From an optimization exercise on the open Yosys and OpenROAD flow, aimed at small area, a short achievable clock period and few clock cycles; shortcuts taken in it are not production practice. Function was checked by simulation only, so behaviour that the tests miss may differ from the original.

File: config.mk
export PLATFORM = sky130hd
export DESIGN_NAME = SM_TOP
export DESIGN_NICKNAME = SM_TOP
export VERILOG_FILES = /design/flow/design.v
export SDC_FILE = /design/flow/constraint.sdc
export NUM_CORES = 4
export LEC_CHECK = 0
export CAP_MARGIN = 20
export CORE_MARGIN = 2
export CORE_UTILIZATION = 40
export SLEW_MARGIN = 20
File: design.v
module SM_CODE_RAM (i_RSTn, i_CLK, i_WE, i_WADDR, i_WDATA, i_RADDR, o_RDATA, o_WORD0);
  parameter DATA_WIDTH = 20;
  input                   i_RSTn, i_CLK, i_WE;
  input  [5:0]            i_WADDR, i_RADDR;
  input  [DATA_WIDTH-1:0] i_WDATA;
  output [DATA_WIDTH-1:0] o_RDATA;
  output [DATA_WIDTH-1:0] o_WORD0;
  reg [DATA_WIDTH-1:0] ram [0:62];
  reg [62:0]           vld;
  always @(posedge i_CLK)
    if (i_WE && i_WADDR != 6'd63)
      ram[i_WADDR] <= i_WDATA;
  always @(posedge i_CLK, negedge i_RSTn)
    if (!i_RSTn)
      vld <= 63'd0;
    else if (i_WE && i_WADDR != 6'd63)
      vld[i_WADDR] <= 1'b1;
  assign o_RDATA = (i_RADDR != 6'd63 && vld[i_RADDR]) ? ram[i_RADDR] : {DATA_WIDTH{1'b0}};
  assign o_WORD0 = vld[0] ? ram[0] : {DATA_WIDTH{1'b0}};
endmodule
module SM_DATA_RAM (i_RSTn, i_CLK, i_WE, i_WADDR, i_WDATA, i_RADDR0, o_RDATA0, i_RADDR1, o_RDATA1);
  input         i_RSTn, i_CLK, i_WE;
  input  [5:0]  i_WADDR, i_RADDR0, i_RADDR1;
  input  [15:0] i_WDATA;
  output [15:0] o_RDATA0, o_RDATA1;
  reg [15:0] ram [1:63];
  reg [63:1] vld;
  always @(posedge i_CLK)
    if (i_WE && i_WADDR != 6'd0)
      ram[i_WADDR] <= i_WDATA;
  always @(posedge i_CLK, negedge i_RSTn)
    if (!i_RSTn)
      vld <= 63'd0;
    else if (i_WE && i_WADDR != 6'd0)
      vld[i_WADDR] <= 1'b1;
  assign o_RDATA0 = (i_RADDR0 != 6'd0 && vld[i_RADDR0]) ? ram[i_RADDR0] : 16'd0;
  assign o_RDATA1 = (i_RADDR1 != 6'd0 && vld[i_RADDR1]) ? ram[i_RADDR1] : 16'd0;
endmodule
module SM_ALU (
    input  signed [15:0] i_X,
    input  signed [15:0] i_Y,
    input                i_ADD, i_SUB,
    output        [15:0] o_RES,
    output               o_OVF
);
  wire signed [16:0] sum  = i_X + i_Y;
  wire signed [16:0] diff = i_X - i_Y;
  wire signed [31:0] prod = i_X * i_Y;
  assign o_RES = i_ADD ? sum[15:0] : i_SUB ? diff[15:0] : prod[15:0];
  assign o_OVF = (sum[16] != sum[15]) | (diff[16] != diff[15]) |
                 ~((&prod[31:15]) | ~(|prod[31:15]));
endmodule
module SM_CORE (
    input             i_RSTn, i_CLK, i_WE,
    input      [6:0]  i_ADDRESS,
    input      [20:0] i_DATA,
    output            o_RDY, o_ERROR,
    output     [15:0] o_RESULT,
    output            o_CODE_WE,
    output     [5:0]  o_CODE_WADDR,
    output     [19:0] o_CODE_WDATA,
    output     [5:0]  o_CODE_RADDR,
    input      [19:0] i_CODE_RDATA,
    input      [19:0] i_CODE_WORD0,
    output            o_DATA_WE,
    output     [5:0]  o_DATA_WADDR,
    output     [15:0] o_DATA_WDATA,
    output     [5:0]  o_DATA_RADDR0,
    output     [5:0]  o_DATA_RADDR1,
    input      [15:0] i_DATA_RDATA0,
    input      [15:0] i_DATA_RDATA1
);
  wire [2:0]  iop  = i_DATA[20:18];
  wire [1:0]  icls = (iop == 3'd1) ? 2'b01 : (iop == 3'd2) ? 2'b10 :
                     (iop == 3'd3) ? 2'b11 : 2'b00;
  wire [19:0] enc  = {icls, (icls == 2'b00) ? {5'd0, iop == 3'd7} : i_DATA[17:12], i_DATA[11:0]};
  assign o_CODE_WE    = i_WE & ~i_ADDRESS[6];
  assign o_CODE_WADDR = i_ADDRESS[5:0];
  assign o_CODE_WDATA = enc;
  reg         run_r;           
  reg  [5:0]  pc;
  reg  [19:0] ir;
  reg         rdy;
  reg  [15:0] acc;
  reg         ovf;
  reg         xv, xadd, xsub, xacc_a, xacc_b, xwen;
  reg  [15:0] xa, xb;
  reg  [5:0]  xc;
  reg         wv;
  reg  [5:0]  wc;
  wire        r_act = run_r & ~i_WE;
  wire [1:0]  rcls  = ir[19:18];
  wire [5:0]  ra    = ir[17:12];
  wire [5:0]  rb    = ir[11:6];
  wire [5:0]  rc    = ir[5:0];
  wire        r_end = (rcls == 2'b00) & ra[0];
  wire        r_go  = r_act & ~r_end;
  assign o_CODE_RADDR  = pc;
  assign o_DATA_RADDR0 = ra;
  assign o_DATA_RADDR1 = rb;
  wire [15:0] op_a = (wv && wc == ra) ? acc : i_DATA_RDATA0;
  wire [15:0] op_b = (wv && wc == rb) ? acc : i_DATA_RDATA1;
  wire [19:0] fetched = {i_CODE_RDATA[19:13], i_CODE_RDATA[12] | (pc == 6'd63), i_CODE_RDATA[11:0]};
  always @(posedge i_CLK) begin
    if (i_WE) begin
      pc <= 6'd1;
      ir <= (o_CODE_WE && i_ADDRESS[5:0] == 6'd0) ? enc : i_CODE_WORD0;
    end else if (r_go) begin
      pc <= pc + 6'd1;
      ir <= fetched;
    end
  end
  always @(posedge i_CLK, negedge i_RSTn) begin
    if (!i_RSTn) begin
      run_r <= 1'b0;
      rdy   <= 1'b0;
      xv    <= 1'b0;
      xwen  <= 1'b0;
    end else begin
      if (i_WE)
        run_r <= 1'b1;
      else if (r_act && r_end)
        run_r <= 1'b0;
      rdy  <= r_act & r_end;
      xv   <= r_go & (rcls != 2'b00);
      xwen <= r_go & (rc != 6'd0);
    end
  end
  always @(posedge i_CLK) begin
    if (r_go) begin
      xadd   <= rcls == 2'b01;
      xsub   <= rcls == 2'b10;
      xacc_a <= ra == 6'd0;
      xacc_b <= rb == 6'd0;
      xa     <= op_a;
      xb     <= op_b;
      xc     <= rc;
    end
  end
  wire [15:0] x = xacc_a ? acc : xa;
  wire [15:0] y = xacc_b ? acc : xb;
  wire [15:0] res;
  wire        ovf_now;
  SM_ALU ALU (.i_X(x), .i_Y(y), .i_ADD(xadd), .i_SUB(xsub), .o_RES(res), .o_OVF(ovf_now));
  always @(posedge i_CLK, negedge i_RSTn) begin
    if (!i_RSTn) begin
      acc <= 16'd0;
      ovf <= 1'b0;
    end else begin
      if (xv)
        acc <= res;
      if (i_WE)
        ovf <= 1'b0;
      else if (xv)
        ovf <= ovf | ovf_now;
    end
  end
  wire ldw = i_WE & i_ADDRESS[6];
  assign o_DATA_WE    = ldw | wv;
  assign o_DATA_WADDR = ldw ? i_ADDRESS[5:0] : wc;
  assign o_DATA_WDATA = ldw ? i_DATA[15:0] : acc;
  always @(posedge i_CLK, negedge i_RSTn) begin
    if (!i_RSTn)
      wv <= 1'b0;
    else if (xwen)
      wv <= 1'b1;
    else if (!(ldw && i_ADDRESS[5:0] != wc))
      wv <= 1'b0;
  end
  always @(posedge i_CLK)
    if (xwen)
      wc <= xc;
  assign o_RDY    = rdy;
  assign o_ERROR  = ovf;
  assign o_RESULT = acc;
endmodule
module SM_TOP (
    input         i_CLK,
    input         i_RSTn,
    input         i_WE,
    input  [6:0]  i_ADDRESS,
    input  [20:0] i_DATA,
    output        o_RDY,
    output        o_ERROR,
    output [15:0] o_RESULT
);
  wire        code_we;
  wire [5:0]  code_waddr, code_raddr;
  wire [19:0] code_wdata, code_rdata, code_word0;
  wire        data_we;
  wire [5:0]  data_waddr, data_raddr0, data_raddr1;
  wire [15:0] data_wdata, data_rdata0, data_rdata1;
  SM_CORE CORE (
    .i_RSTn(i_RSTn), .i_CLK(i_CLK), .i_WE(i_WE), .i_ADDRESS(i_ADDRESS), .i_DATA(i_DATA),
    .o_RDY(o_RDY), .o_ERROR(o_ERROR), .o_RESULT(o_RESULT),
    .o_CODE_WE(code_we), .o_CODE_WADDR(code_waddr), .o_CODE_WDATA(code_wdata),
    .o_CODE_RADDR(code_raddr), .i_CODE_RDATA(code_rdata), .i_CODE_WORD0(code_word0),
    .o_DATA_WE(data_we), .o_DATA_WADDR(data_waddr), .o_DATA_WDATA(data_wdata),
    .o_DATA_RADDR0(data_raddr0), .o_DATA_RADDR1(data_raddr1),
    .i_DATA_RDATA0(data_rdata0), .i_DATA_RDATA1(data_rdata1)
  );
  SM_CODE_RAM CODE_RAM (
    .i_RSTn(i_RSTn), .i_CLK(i_CLK), .i_WE(code_we), .i_WADDR(code_waddr), .i_WDATA(code_wdata),
    .i_RADDR(code_raddr), .o_RDATA(code_rdata), .o_WORD0(code_word0)
  );
  SM_DATA_RAM DATA_RAM (
    .i_RSTn(i_RSTn), .i_CLK(i_CLK), .i_WE(data_we), .i_WADDR(data_waddr), .i_WDATA(data_wdata),
    .i_RADDR0(data_raddr0), .o_RDATA0(data_rdata0), .i_RADDR1(data_raddr1), .o_RDATA1(data_rdata1)
  );
endmodule
File: run.sh
#!/bin/bash
# synth_recipe.tcl (not shown) runs the flow's synth.tcl, then flattens the netlist and writes it again
# the make line also repeats each setting of config.mk as NAME=value (left out here)
make -C /OpenROAD-flow-scripts/flow DESIGN_CONFIG=/design/flow/config.mk WORK_HOME=/design/flow/orfs CLKGATE_MAP_FILE= SYNTH_SCRIPT=/design/flow/synth_recipe.tcl finish
File: constraint.sdc
create_clock -name core_clock -period 10.0 [get_ports {i_CLK}]
set_input_delay 2.0000 -clock core_clock [delete_from_list [all_inputs] [get_ports {i_CLK}]]
set_output_delay 2.0000 -clock core_clock [all_outputs]
set_load 0.01 [all_outputs]
==> run summary <==
==> worst register-to-register path, stage by stage (launching register included) <==
cell	delay, ns
dfrtp_1	0.40
mux2i_1	0.81
clkinv_1	0.57
ha_1	0.44
fa_1	0.52
fa_1	0.46
fa_1	0.51
fa_1	0.55
inv_1	0.05
fa_1	0.47
inv_1	0.05
fa_1	0.43
ha_1	0.34
a21oi_1	0.28
o211ai_1	0.29
o21ai_0	0.49
a2111oi_0	0.20
a311oi_1	0.45
nand4b_1	0.16
nor4b_1	0.29
and4_1	0.25
o2111a_1	0.20
nor3_1	0.05
==> sequential cells by signal, summed over array words and instances, names as in the netlist, 16 cells and up, named ones only <==
signal,cells
CORE.xb,16
CODE_RAM.ram,1260
CODE_RAM.vld,63
CORE.acc,16
CORE.xa,16
CORE.ir,20
DATA_RAM.vld,63
DATA_RAM.ram,1008
==> stage by stage <==
stage          cells  hold slack, ns  instance area (sq um)  utilization [%]
2_1_floorplan   6379           0.400                 118000                -
3_3_place_gp   10203           0.407                 124000             42.4
3_5_place_dp   10203           0.405                 124000             42.4
4_1_cts        10684           0.419                 133000             45.4
5_1_grt        10687           0.429                 133000             45.4
6_report       10690           0.417                 133000             45.4
==> synth_stat cells (26+ instances only) <==
cell | instances | area share, %
a21o_1 | 59 | 0.38
a21oi_1 | 115 | 0.49
buf_1 | 103 | 0.33
clkbuf_1 | 251 | 0.80
dfrtp_1 | 148 | 3.1
edfxtp_1 | 2336 | 59
fa_1 | 264 | 4.5
ha_1 | 134 | 1.4
inv_1 | 384 | 1.2
mux2i_1 | 110 | 0.93
mux4_2 | 1086 | 21
nand2_1 | 222 | 0.71
nand3_1 | 49 | 0.21
nand4_1 | 46 | 0.24
nor2_1 | 423 | 1.3
nor3_1 | 26 | 0.11
o21ai_0 | 135 | 0.57
o21bai_1 | 72 | 0.46
xnor2_1 | 60 | 0.45
xor2_1 | 33 | 0.24
==> routing by layer <==
metal	vias up	share of wire (%)
met1	34137	40
li1	25911	-
met5	-	0.0078
met2	2639	50
met4	4	3.5
met3	559	7.4
==> cells by family (layout without fill, tap and decap cells) <==
group	Yosys count	after routing
XOR/XNOR	94	94
AO/OA/AOI/OAI	508	508
flip-flops	2508	2508
other	0	5
buffers and inverters	763	1150
AND/OR/NAND/NOR	894	894
multiplexers	1214	1214
adder cells (fa/ha/maj)	398	398
==> cell usage in the layout, fill, tap and decap left out, drive strengths merged, types with 139 or more instances in the layout <==
cell type  instances
buf              242
clkbuf           336
dfrtp            148
edfxtp          2336
fa               264
inv              396
mux4            1086
nand2            222
nor2             425
o21ai            139
==> final timing paths <==
| check | from | end | slack, ns |
|---|---|---|---|
| max reg2reg | CORE.acc[6] | CORE.ovf | 1.57 |
| min reg2reg | CORE.xc[2] | CORE.wc[2] | 0.42 |
| max in group asynchronous | i_RSTn | DATA_RAM.vld[62] | 7.59 |
| min in group asynchronous | i_RSTn | CORE.ovf | 1.18 |
| min | CORE.xc[2] | CORE.wc[2] | 0.42 |
| max | CORE.acc[6] | CORE.ovf | 1.57 |
==> final cells by class <==
class | instances | area (sq um)
Multi-Input combinational cell | 3108 | 41500
Tap cell | 3919 | 4900
Inverter | 392 | 1470
Antenna cell | 5 | 12.5
Fill cell | 24895 | 160000
Clock buffer | 336 | 7280
Timing Repair Buffer | 277 | 2250
Sequential cell | 2508 | 74400
Clock inverter | 145 | 1690
==> impl_metrics.ini <==
[timing]
rsz0062_at_grt = false
setup_violations = 0
fmaxAchievable_mhz = 119
hold_viol = 0
finalClockSkew_ns = 0.0945
fin_crit_ns = 8.43
worst_pin_slew_ns = 1.19
setup_ws_ns = 1.57
slew_viol_final = 0
tns_ns = 0
slew_headroom_pct = 20.3
period_share_pct = 84.3

[yosys]
synth-edff-count = 2336
synth_top_family_by_area = multiplexers
ys_warn_count = 3
syn_area_sq_um = 118000
synth_seq_cells = 2508
ys_types = 79
synth_xor_area_share_pct = 0.704
yosysSeqAreaShare_pct = 63.0
synthSimpleGateAreaFrac_pct = 3.34
postSynthAreaPerCell_sq_um = 18.5
muxShareOfSynthArea_pct = 21.8
synthFlopType = edfxtp_1
synth-compound-area-share_pct = 2.77
synthesis.nets = 6808
syn-instance-count = 6379
synthArstFlopShare_pct = 5.90
synth_fa_ha_area_share_pct = 5.90

[worst_setup_path]
end_kind = flip-flop
cp_common_cell = fa_1
critical_path_required_ns = 10.75
path_cells = mux2i_1, clkinv_1, ha_1, fa_1, fa_1, fa_1, fa_1, inv_1, fa_1, inv_1, fa_1, ha_1, a21oi_1, o211ai_1, o21ai_0, a2111oi_0, a311oi_1, nand4b_1, nor4b_1, and4_1, o2111a_1, nor3_1
ff2ff_path_depth = 22
crit_arrival_ns = 9.18
slowest_stage = mux2i_1
max_stage_delay_ns = 0.81
critical_path_buf_inv_count = 3
critPathLaunchType = flip-flop
cp_max_fo = 9
crit_type = flip-flop to flip-flop
cp.depth = 22
critPathTopFamily = adder cells

[routing]
wl_per_cell_um = 31.1
via_per_inst = 5.92
finalWirelength_mm = 332
drtIter0Drc = 7298
firstDrtPassIters = 16
vias = 63250
drc = 0
final_antenna_net_count = 0

[grt]
globalRoute.busiestLayer = met2
grt_use_met1_pct = 30.0
grt_pass1_vias = 65583
antenna_found_initial = 18
grt_pass1_wl_mm = 477
globalRouteTotalUtil_pct = 22.1
grt_max_degree = 142
met3_usage_pct = 3.43
grt-ovfl-total = 0
use_met2_pct = 36.7

[hold_path]
min_path_cells = 0
hold_class = flip-flop to flip-flop

[die]
die-area_sq_um = 299000
pin_count = 49
core-area_sq_um = 294000
placementRows = 199
start_util_pct = 40.2
dieHeight_um = 547
die_w_um = 547

[clock_network]
postCtsHoldBufs = 0
ctsLongestPathBuffers = 4
ctsRootBufferMaster = clkbuf_16
cts-resized-gates = 0
cts_made_buffers = 277
cts_tree = done
cts_setup_buffers = 0
clk_pin_slew_ns = 0.07
clock_sinks = 2508
cts-htree-levels = 5
clk_latency_ns = 0.93

[placement]
pre_cts_ws_ns = 1.73
dp_hpwl_mm = 207
io_buffers = 48
gp_congestion = 0.895

[outcome]
status = timing/DRC/antenna clean

[finish]
syn_to_final_growth_pct = 13.1
drive_above_1_share_pct = 28.6
nets = 6993

[flow_run]
cap_violations = 0
Testbench counts, summed over its fixed seeds: cycles 24,872.

[static timing again, ports no longer ideal]
How much do the figures lean on ideal ports? The routed layout below was timed once more, with nothing changed but the port constraints.
Step 1: set_driving_cell puts a clkbuf_16 on i_CLK and a buf_2 on each other input, an assumption about the parent block.
Step 2 also shifts input and output timing later by t, the mid clock arrival at the registers, as if the neighbouring blocks saw the same clock.
Three values: no drivers, after step 1, after step 2; two values: the first two.
t (ns): 0.977
setup WS [ns]: 1.573 / 1.573 / 1.573
latest minus earliest clock arrival (ns): 0.096 / 0.095
worst register clock-pin slew, ns: 0.07 / 0.07
After both steps setup and hold are still met in this run. For this run, drivers alone change the setup slack by 0.000 ns; drivers and shift together by 0.000 ns.
